This is an optimization exercise on Yosys and OpenROAD, whose aim is small area, a short achievable clock period and few clock cycles, not a production implementation.
RTL that was checked went through simulation tests only; none was proved equivalent to the original.
Power figures rest on the tool's default switching activity, not on a simulated workload.

Setup of the previous run:
## JAM
module JAM (
    input CLK,
    input RST,
    output reg [2:0] W,
    output reg [2:0] J,
    input [6:0] Cost,
    output reg [3:0] MatchCount,
    output reg [9:0] MinCost,
    output reg Valid );
clock: 6.0 ns
lec_check: 0
abc_clock_period_in_ps: 1000
cap_margin: 20
core_margin: 2
core_utilization: 40
setup_slack_margin: 2.5
slew_margin: 20
run.sh (not shown) runs the stock make flow with config.mk's settings and CLKGATE_MAP_FILE= SYNTH_SCRIPT=/design/flow/synth_recipe.tcl, a recipe that flattens the netlist after the stock synthesis.
## Diff of input files: the current run against the previous run
-- flow/config.mk --
<<< the previous run, line 7
export LEC_CHECK = 0
export ABC_CLOCK_PERIOD_IN_PS = 1000
export CAP_MARGIN = 20
>>> the current run, line 7
export LEC_CHECK = 0
export ABC_CLOCK_PERIOD_IN_PS = 3500
export CAP_MARGIN = 20
Notes after the runs:
The current run completed every stage of the flow, and the final layout passed the timing, DRC and antenna checks. Diff the previous run -> the current run: via count of the first global-routing pass ~0 delta; worst-case reg-to-reg path depth neither gained nor lost much; HPWL reported at the end of detailed placement did not really move. Reported for the current run and the previous run, global-route congestion overflow total turned out identical to the last digit. As far as number of nets in the layout goes, the previous run and the current run are indistinguishable; the numbers are identical. Diff the previous run..the current run | total power of the final layout | unchanged. Summary of the current run over the previous run: routed wire length essentially unchanged, final cell count essentially unchanged.
No functional check of the RTL was part of any run of this note.

---

== v24 ==
Another version of the RTL of JAM (not shown whole).
Size: about 2400 cells after synthesis, ~520 flip-flops.
export LEC_CHECK = 0
export CAP_MARGIN = 20
export CORE_MARGIN = 2
export CORE_UTILIZATION = 65
export SETUP_SLACK_MARGIN = 1.0
export SLEW_MARGIN = 20
create_clock -name core_clock -period 6.0 [get_ports {CLK}]
Here is what was changed in the inputs of v22 compared with v24.
- CORE_UTILIZATION: 65 -> 40
- SETUP_SLACK_MARGIN: 1.0 -> 1.5
Results
- Fraction of power consumed by the clock network delta (v24 -> v22): insignificant
- Comparing v22 and v24, the higher pin count of the biggest net entering global routing was measured on v24.
- The final reports for v22 and v24 show multi-input gate share of total cell area lower in the former.
- The final layout from v22, which completed every stage, passed the timing, DRC and antenna checks at the end of the flow.
- Compared to v24, v22 has global routing usage on met3 2.5 points lower.
- Looking at worst-case setup margin in the final layout, v22 sits above v24.
Relative to v22, the following input files were edited for v59:
- removing SETUP_SLACK_MARGIN (formerly 1.5)
- changing CORE_UTILIZATION from 40 to 65
Results
- Compared with v22, placement density in the core of v59 is higher.
- When v59 is set beside v22, its critical path depth turns out to be 3 smaller.
- | clock tree buffer count of the final layout | v59 vs v22 | 3 higher |
- Summary of v59 over v22: fmax went down about 10%; slew at the pin closest to its max-slew limit went up 46 ps; worst slack at placement went down 86 ps.
- [compare] base=v22 new=v59: non-clock buffer count decreased 56%, tapcell count decreased 39%, area of all placed cells without fillers decreased 11%, sequential share of cell area increased 4.7 points.
Changes in v40 relative to v59:
- CORE_UTILIZATION: 65 -> 40
- SETUP_SLACK_MARGIN: unset -> 2.5
[summary]
- v40 -> v59: distinct cell type count after synthesis delta 0, exact match
- Note that the final instance count without filler cells recorded for v59 amounts to 0.841 times the value seen in v40.
- v40 against v59: post-route minimum period fell 580 ps; global-route usage shows a reduction of 12 points.
- v59 -> v40: area of the core increased by more than half
- On worst hold margin, v40 tracks v59 almost exactly.
- Taking v59 as the reference, in v40 switching fraction of total power increased 1.2 points, upper clock frequency limit went up, clock power climbed about 3%, worst stage delay on the critical path lost 120 ps.
No run of this note included a check of the RTL's function; only the layout flow was run.

---

## onyx
Another version of the RTL of JAM (not shown whole).
Size in the first run: ~2200 cells after synthesis, about 440 flip-flops, ~0.023 sq mm of cells after synthesis.
clock: 6.0 ns
lec_check: 0
cap_margin: 20
core_margin: 2
core_utilization: 65
setup_slack_margin: 3.0
slew_margin: 20
onyx reached the final stage; the timing, DRC and antenna checks on its layout passed.
Here is what was changed in the inputs of juniper compared with onyx.
- a change of SETUP_SLACK_MARGIN from 3.0 to 2.5
==> notes.md <==
There was hardly any difference in total placed cells including tap cells between onyx and juniper. The run showing the smaller normalized max-slew margin is juniper. Setup WNS onyx -> juniper: better.
No run of this note included a check of the RTL's function; only the layout flow was run.

---

Setup of job 667:
JAM, a different RTL version from the one above (not shown whole).
Size in the first run: about 2,400 cells after synthesis, about 420 flip-flops.
Settings: LEC_CHECK=0, ABC_AREA=1, CAP_MARGIN=20, CORE_MARGIN=2, CORE_UTILIZATION=65, SETUP_SLACK_MARGIN=2.0, SLEW_MARGIN=20; clock period 6.0 ns.
Job 667 | status: complete | timing, DRC, antenna: pass
Testbench counts of job 667, summed over its fixed seeds: cycles 7,032.
Changes in job 8922 relative to job 667:
- SETUP_SLACK_MARGIN changed from 2.0 to 2.5
Results
In job 8922, count of buffers added by post-CTS timing repair for setup is higher than in job 667.
From job 667 to job 8922 the numbers moved as follows: average via count per standard cell moved up; clock network fraction of design power level; cell area went up; routed wire length grew by 1.2%.
Per the comparison of job 8922 with job 667, power moved up, maximum frequency from static timing analysis has increased.
Job 8922 has net switching power figure above what job 667 had.
Looking at number of antenna violations at the first check in global routing, job 8922 sits 1 above job 667.
Re critical path depth: job 8922 is 12 down on job 667.
Job 667 and job 8922 ended up with nearly the same internal cell power.
Input-level comparison between job 3174 and job 8922:
- SETUP_SLACK_MARGIN: 2.5 -> 2.8
## What came out
Looking at non-clock buffer count, job 3174 sits about 80% above job 8922. Job 3174 vs job 8922 on number of stages on the worst setup path: job 3174 is the higher one. Job 8922 and job 3174 ended up with roughly the same number of global-route vias before repair.

---

Setup of run A:
The RTL this note starts from:
==> flow/design.v <==
`timescale 1ns/10ps
module JAM (
    input CLK,
    input RST,
    output reg [2:0] W,
    output reg [2:0] J,
    input [6:0] Cost,
    output reg [3:0] MatchCount,
    output reg [9:0] MinCost,
    output reg Valid );
localparam S_PRE1 = 2'd0;    
localparam S_PRE2 = 2'd1;    
localparam S_SRCH = 2'd2;
localparam S_DONE = 2'd3;
integer i;
reg [1:0] state;
reg [6:0] u  [0:7];
reg [6:0] v  [0:7];
reg [2:0] ra [0:7];          
reg       pend;              
reg       p1v, p2v, p3v;
reg       p1ph, p2ph, p3ph;  
reg [2:0] p1w, p1j, p2w, p2j, p3w, p3j;
reg [6:0] creg;
reg [6:0] uw2;               
reg [6:0] dreg;              
reg [6:0] m;                 
reg [2:0] ma;                
reg       addv, addlast;
reg [6:0] addend;
reg [9:0] base;
reg       x0go;
reg [9:0] X  [0:7];          
reg [2:0] js [0:6];          
reg [7:0] used;              
reg       cvld;              
reg       cdone;             
reg       ev;
reg [2:0] ed, ec;
reg [7:0] eu;
reg [9:0] eK;                
reg [7:0] eT;                
reg       eneg;              
reg [2:0] efc;               
function [7:0] gtm;          
    input [2:0] a;
    gtm = 8'hfe << a;
endfunction
function [7:0] ltm;          
    input [2:0] a;
    ltm = ~(8'hff << a);
endfunction
function [2:0] pe;           
    input [7:0] x;
    integer k;
    begin
        pe = 3'd0;
        for (k = 7; k >= 0; k = k - 1)
            if (x[k]) pe = k[2:0];
    end
endfunction
function [3:0] cnext;        
    input [7:0] mk;
    input [2:0] a;
    reg   [7:0] hi;
    begin
        hi = mk & gtm(a);
        cnext = {|mk, pe((|hi) ? hi : mk)};
    end
endfunction
function [7:0] between;
    input [2:0] a;
    input [2:0] s;
    between = (a < s) ? (gtm(a) & ltm(s)) : (gtm(a) | ltm(s));
endfunction
wire [2:0]  W1  = W + 3'd1;
wire [9:0]  xw  = X[W];
wire [6:0]  vj  = v[J];
wire [6:0]  u1  = (W == 3'd7) ? 7'd0 : u[W1];
wire [11:0] ta  = {2'b00, MinCost};
wire [11:0] tb  = {2'b11, ~xw};
wire [11:0] tc  = {5'd0, vj};
wire [11:0] ts  = ta ^ tb ^ tc;
wire [11:0] tcy = (ta & tb) | (ta & tc) | (tb & tc);
wire [11:0] T   = ts + {tcy[10:0], 1'b1};
wire [9:0]  ka  = xw;
wire [9:0]  kb  = {3'b111, ~vj};
wire [9:0]  kc  = {3'b111, ~u1};
wire [9:0]  ks  = ka ^ kb ^ kc;
wire [9:0]  kcy = (ka & kb) | (ka & kc) | (kb & kc);
wire [9:0]  K   = ks + {kcy[8:0], 1'b1} + 10'd1;
wire [7:0]  uc  = used | (8'd1 << J);
wire [7:0]  fhi = ~uc & ~ltm(ra[W1]);
wire [2:0]  fc  = pe((|fhi) ? fhi : ~uc);
wire [3:0] nA  = cnext(~used & between(J, ra[W]), J);
wire [2:0] Wm  = W - 3'd1;
wire [2:0] jp  = (W == 3'd0) ? 3'd0 : js[Wm];
wire [7:0] uB  = used & ~(8'd1 << jp);
wire [3:0] nB  = cnext(~uB & between(jp, ra[Wm]), jp);
wire       le    = {1'b0, Cost} <= eT;
wire       lt    = {1'b0, Cost} <  eT;
wire       acc   = ev && !eneg && le;
wire       leaf  = (ed == 3'd7);
wire       redir = acc && !leaf;
wire [9:0] sum   = eK + Cost;
wire       first = p3ph ? (p3w == 3'd0) : (p3j == 3'd0);
wire       take  = first || dreg < m;
wire [6:0] nmin  = take ? dreg : m;
wire [2:0] narg  = take ? p3j : ma;
wire       lastc = p3ph ? (p3w == 3'd7) : (p3j == 3'd7);
always @(posedge CLK or posedge RST) begin
    if (RST) begin
        state <= S_PRE1;
        W <= 3'd0;
        J <= 3'd0;
        Valid <= 1'b0;
        pend <= 1'b0;
        p1v <= 1'b0;
        p2v <= 1'b0;
        p3v <= 1'b0;
        addv <= 1'b0;
        x0go <= 1'b0;
        cvld <= 1'b0;
        cdone <= 1'b0;
    end else begin
        p1v <= (state == S_PRE1) || (state == S_PRE2 && !pend);
        p2v <= p1v;
        p3v <= p2v;
        addv <= p3v && lastc;
        x0go <= addv && addlast;
        case (state)
        S_PRE1: begin
            {W, J} <= {W, J} + 6'd1;
            if (W == 3'd7 && J == 3'd7) state <= S_PRE2;
        end
        S_PRE2: begin
            if (!pend) begin
                {J, W} <= {J, W} + 6'd1;
                if (W == 3'd7 && J == 3'd7) pend <= 1'b1;
            end
            if (x0go) begin
                state <= S_SRCH;
                W <= 3'd0;
                J <= ra[0];
                cvld <= 1'b1;
                cdone <= 1'b0;
            end
        end
        S_SRCH: begin
            if (redir) begin
                W <= ed + 3'd1;
                J <= efc;
                cvld <= 1'b1;
                cdone <= 1'b0;
            end else if (cdone) begin
                state <= S_DONE;
                Valid <= 1'b1;
            end else if (nA[3]) begin
                J <= nA[2:0];
                cvld <= 1'b1;
            end else if (W == 3'd0) begin
                cdone <= 1'b1;
                cvld <= 1'b0;
            end else if (nB[3]) begin
                W <= Wm;
                J <= nB[2:0];
                cvld <= 1'b1;
            end else begin
                W <= Wm;
                J <= jp;
                cvld <= 1'b0;
            end
        end
        default: ;
        endcase
    end
end
always @(posedge CLK) begin
    p1ph <= (state == S_PRE2);
    p1w <= W;
    p1j <= J;
    p2ph <= p1ph;
    p2w <= p1w;
    p2j <= p1j;
    p3ph <= p2ph;
    p3w <= p2w;
    p3j <= p2j;
    creg <= Cost;
    uw2 <= u[p1w];
    dreg <= p2ph ? creg - uw2 : creg;
    if (p3v) begin
        m <= nmin;
        ma <= narg;
        if (lastc) begin
            if (!p3ph) begin
                u[p3w] <= nmin;
                ra[p3w] <= narg;
            end else begin
                v[p3j] <= nmin;
            end
        end
    end
    addend <= nmin;
    addlast <= p3ph && p3j == 3'd7;
    if (state == S_PRE1 && p3v && p3w == 3'd0 && p3j == 3'd0)
        base <= 10'd0;
    else if (addv)
        base <= base + addend;
    if (x0go)
        X[0] <= base - u[0];
    ev <= cvld && state == S_SRCH && !redir;
    ed <= W;
    ec <= J;
    eu <= used;
    eK <= K;
    eneg <= T[11];
    eT <= (T[10:8] != 3'd0) ? 8'hff : T[7:0];
    efc <= fc;
    if (state == S_PRE1 || state == S_PRE2) begin
        MinCost <= 10'h3ff;
        used <= 8'd0;
    end else if (state == S_SRCH) begin
        if (acc && leaf) begin
            if (lt) begin
                MinCost <= sum;
                MatchCount <= 4'd1;
            end else begin
                MatchCount <= MatchCount + 4'd1;
            end
        end
        if (redir) begin
            js[ed] <= ec;
            X[ed + 3'd1] <= sum;
            used <= eu | (8'd1 << ec);
        end else if (!cdone && !nA[3] && W != 3'd0) begin
            used <= uB;
        end
    end
end
endmodule
clock: 6.0 ns
lec_check: 0
abc_clock_period_in_ps: 2500
cap_margin: 20
core_margin: 2
core_utilization: 40
setup_slack_margin: 3.5
slew_margin: 20
Run A ended with every stage complete and zero timing, DRC or antenna violations.
Inputs modified between run A and run B:
- ABC_CLOCK_PERIOD_IN_PS now 3500, was 2500
- SETUP_SLACK_MARGIN now 2.5, was 3.5
--- outcome ---
Run B: full flow OK, the timing, DRC and antenna checks passed
| fmax | run B vs run A | 1.4% lower |
Between run A and run B, setup slack of the most critical reg-to-reg path decreased.
Looking at most area-hungry cell class in the final design, the sequential cells result is from run B; the multi-input combinational cells one comes from run A.
Compared with run A, in run B placement-stage cell area now sits lower; leakage power total now sits lower; total wire length now sits lower.
Between run B and run A, the die height does not differ in any meaningful way.
Switching power total (run B over run A): decrease, about 7%
Relative to run A, ratio of final minimum period to clock period has increased by 0.97 points in run B.
Relative to run B, the following input files were edited for run C:
- SETUP_SLACK_MARGIN no longer set, was 2.5
- ABC_CLOCK_PERIOD_IN_PS no longer set, was 3500
Notes after the runs:
- Run C: worst slew slack as a fraction of its limit is 7.0 points lower than what run B reported.
- Delta (run C minus run B): number of diodes went down by 1, count of mapped cells out of synthesis flat.
- met5 as the top routing layer in use was reported by run C, and met4 by run B.
- The number of post-CTS setup repair buffers reported for run C is smaller than that of run B by 92.
- For routed wire length on met2, dividing the value from run C by the value from run B gives 0.892.
- Run C and run B ended up with roughly the same number of multi-input combinational cells in the layout.
- Wire length of the first global-routing pass ended up 7.1% lower on run C than on run B.
Function was not checked in any run of this note: the RTL went through the layout flow alone.

---

JAM, a different RTL version from the one above (not shown whole).
Size in the first run: ~2200 cells after synthesis, roughly 420 flip-flops, about 30 I/O pins, about 22000 sq um of cells after synthesis.
==> flow/design.v (excerpt) <==
module JAM (
    input CLK,
    input RST,
    output reg [2:0] W,
    output reg [2:0] J,
    input [6:0] Cost,
    output reg [3:0] MatchCount,
    output reg [9:0] MinCost,
    output reg Valid );
clock: 6.0 ns
lec_check: 0
cap_margin: 20
core_margin: 2
core_utilization: 65
setup_slack_margin: 2.5
slew_margin: 20
Testbench counts at the start, summed over its fixed seeds: cycles 7,032.
Rerun with:
--- a/flow/config.mk
+++ b/flow/config.mk
@@ -7,0 +8 @@
+export ABC_AREA = 1
Worst setup slack gains 20 ps.
Utilization shrinks by 1.1 points.
Clock power shrinks by a few percent.
Cell area shrinks by a few percent.
Cell count grows by a little under a tenth.
Synthesized cell count grows by roughly a tenth.
Sequential power barely changes.
Rerun with:
--- a/flow/config.mk
+++ b/flow/config.mk
@@ -8 +7,0 @@
-export ABC_AREA = 1
@@ -11,0 +11,2 @@
+export CTS_BUF_LIST = sky130_fd_sc_hd__clkbuf_4 sky130_fd_sc_hd__clkbuf_8
+export CTS_CLUSTER_SIZE = 30
Result: The new run passed the timing, DRC and antenna checks. Routed wire length goes up by 4.9%. Setup slack is better by 5.4 ps. Design area goes up by 3.1%. Sequential power barely changes. Via count goes up by 1.7%.

---

Setup of main:
JAM, a different RTL version from the one above (not shown whole).
Size in the first run: roughly 340 flip-flops, ~30 I/O pins, ~19,000 µm² of cells after synthesis.
clock: 6.0 ns
lec_check: 0
cap_margin: 20
core_margin: 2
core_utilization: 40
setup_slack_margin: 2.0
slew_margin: 20
Testbench counts of main, summed over its fixed seeds: cycles 8,372.
Modified inputs, the feature branch compared to main
- SETUP_SLACK_MARGIN removed (was 2.0)
Findings:
- The feature branch completed every stage of the flow, and the final layout passed the timing, DRC and antenna checks.
- Compared with main, the feature branch improves aggregate routed wire length.
- Compare main and the feature branch | depth of the most critical reg-to-reg path higher: main
- Comparing the feature branch against main, there is no change at all in synthesized cell count.
- Compared with main, filler-free cell count of the finished design in the feature branch decreased by a few percent.
- Summary: setup slack after layout, the feature branch worse than main
- Comparing main and the feature branch, the higher share of power burned in the clock network is on main.
- The feature branch vs main — clock-buffer cell count dropped by a few percent

[port drivers added, routing unchanged]
The flow's constraints put no driver on any port. The routed layouts listed below were extracted and timed again, unchanged, in two steps.
Step 1 (the two cells are an assumption about what drives the block):
set clk [get_ports {CLK}]
set_driving_cell -lib_cell sky130_fd_sc_hd__clkbuf_16 $clk
set_driving_cell -lib_cell sky130_fd_sc_hd__buf_2 [delete_from_list [all_inputs] $clk]
Step 2 adds t to the input delays and takes it off the output delays; t is the mean of the earliest and latest rising clock arrival at the registers after step 1. Input paths then give back, and output paths get back, about the clock's delay inside the block.
a / b / c = ideal ports / drivers / drivers and shift; a / b = the first two.
run | t (ns) | setup slack, ns | worst register clock-pin slew, ns | worst slew at a driven data input, ns
the previous run | 0.621 | 1.036 / 1.036 / 1.036 | 0.07 / 0.07 | 0.03
the current run | 0.621 | 1.036 / 1.036 / 1.036 | 0.07 / 0.07 | 0.03
v24 | 0.667 | 0.841 / 0.841 / 0.535 | 0.07 / 0.07 | 0.04
v22 | 0.674 | 0.977 / 0.977 / 0.977 | 0.07 / 0.07 | 0.04
v59 | 0.666 | 0.386 / 0.386 / 0.153 | 0.07 / 0.07 | 0.03
v40 | 0.688 | 0.968 / 0.968 / 0.968 | 0.07 / 0.07 | 0.06
onyx | 0.649 | 1.811 / 1.811 / 1.811 | 0.07 / 0.07 | 0.03
juniper | 0.627 | 2.108 / 2.108 / 2.078 | 0.07 / 0.07 | 0.04
job 667 | 0.643 | 2.222 / 2.222 / 1.954 | 0.07 / 0.07 | 0.04
job 8922 | 0.643 | 2.611 / 2.611 / 2.174 | 0.07 / 0.07 | 0.04
job 3174 | 0.635 | 2.676 / 2.676 / 2.339 | 0.07 / 0.07 | 0.04
run A | 0.619 | 1.824 / 1.824 / 1.824 | 0.07 / 0.07 | 0.05
run B | 0.609 | 1.765 / 1.765 / 1.765 | 0.06 / 0.06 | 0.05
run C | 0.629 | 0.926 / 0.926 / 0.751 | 0.06 / 0.06 | 0.03
the first run of note 6 | 0.615 | 2.354 / 2.354 / 1.991 | 0.07 / 0.07 | 0.04
the second run of note 6 | 0.640 | 2.374 / 2.374 / 2.262 | 0.07 / 0.07 | 0.04
the third run of note 6 | 0.686 | 2.380 / 2.380 / 1.946 | 0.07 / 0.07 | 0.04
main | 0.577 | 1.051 / 1.051 / 1.051 | 0.07 / 0.07 | 0.03
the feature branch | 0.593 | 0.480 / 0.480 / 0.480 | 0.06 / 0.06 | 0.03
After both steps setup and hold are still met in every run listed. For job 8922, which loses most, drivers alone change the setup slack by 0.000 ns; drivers and shift together by -0.437 ns.
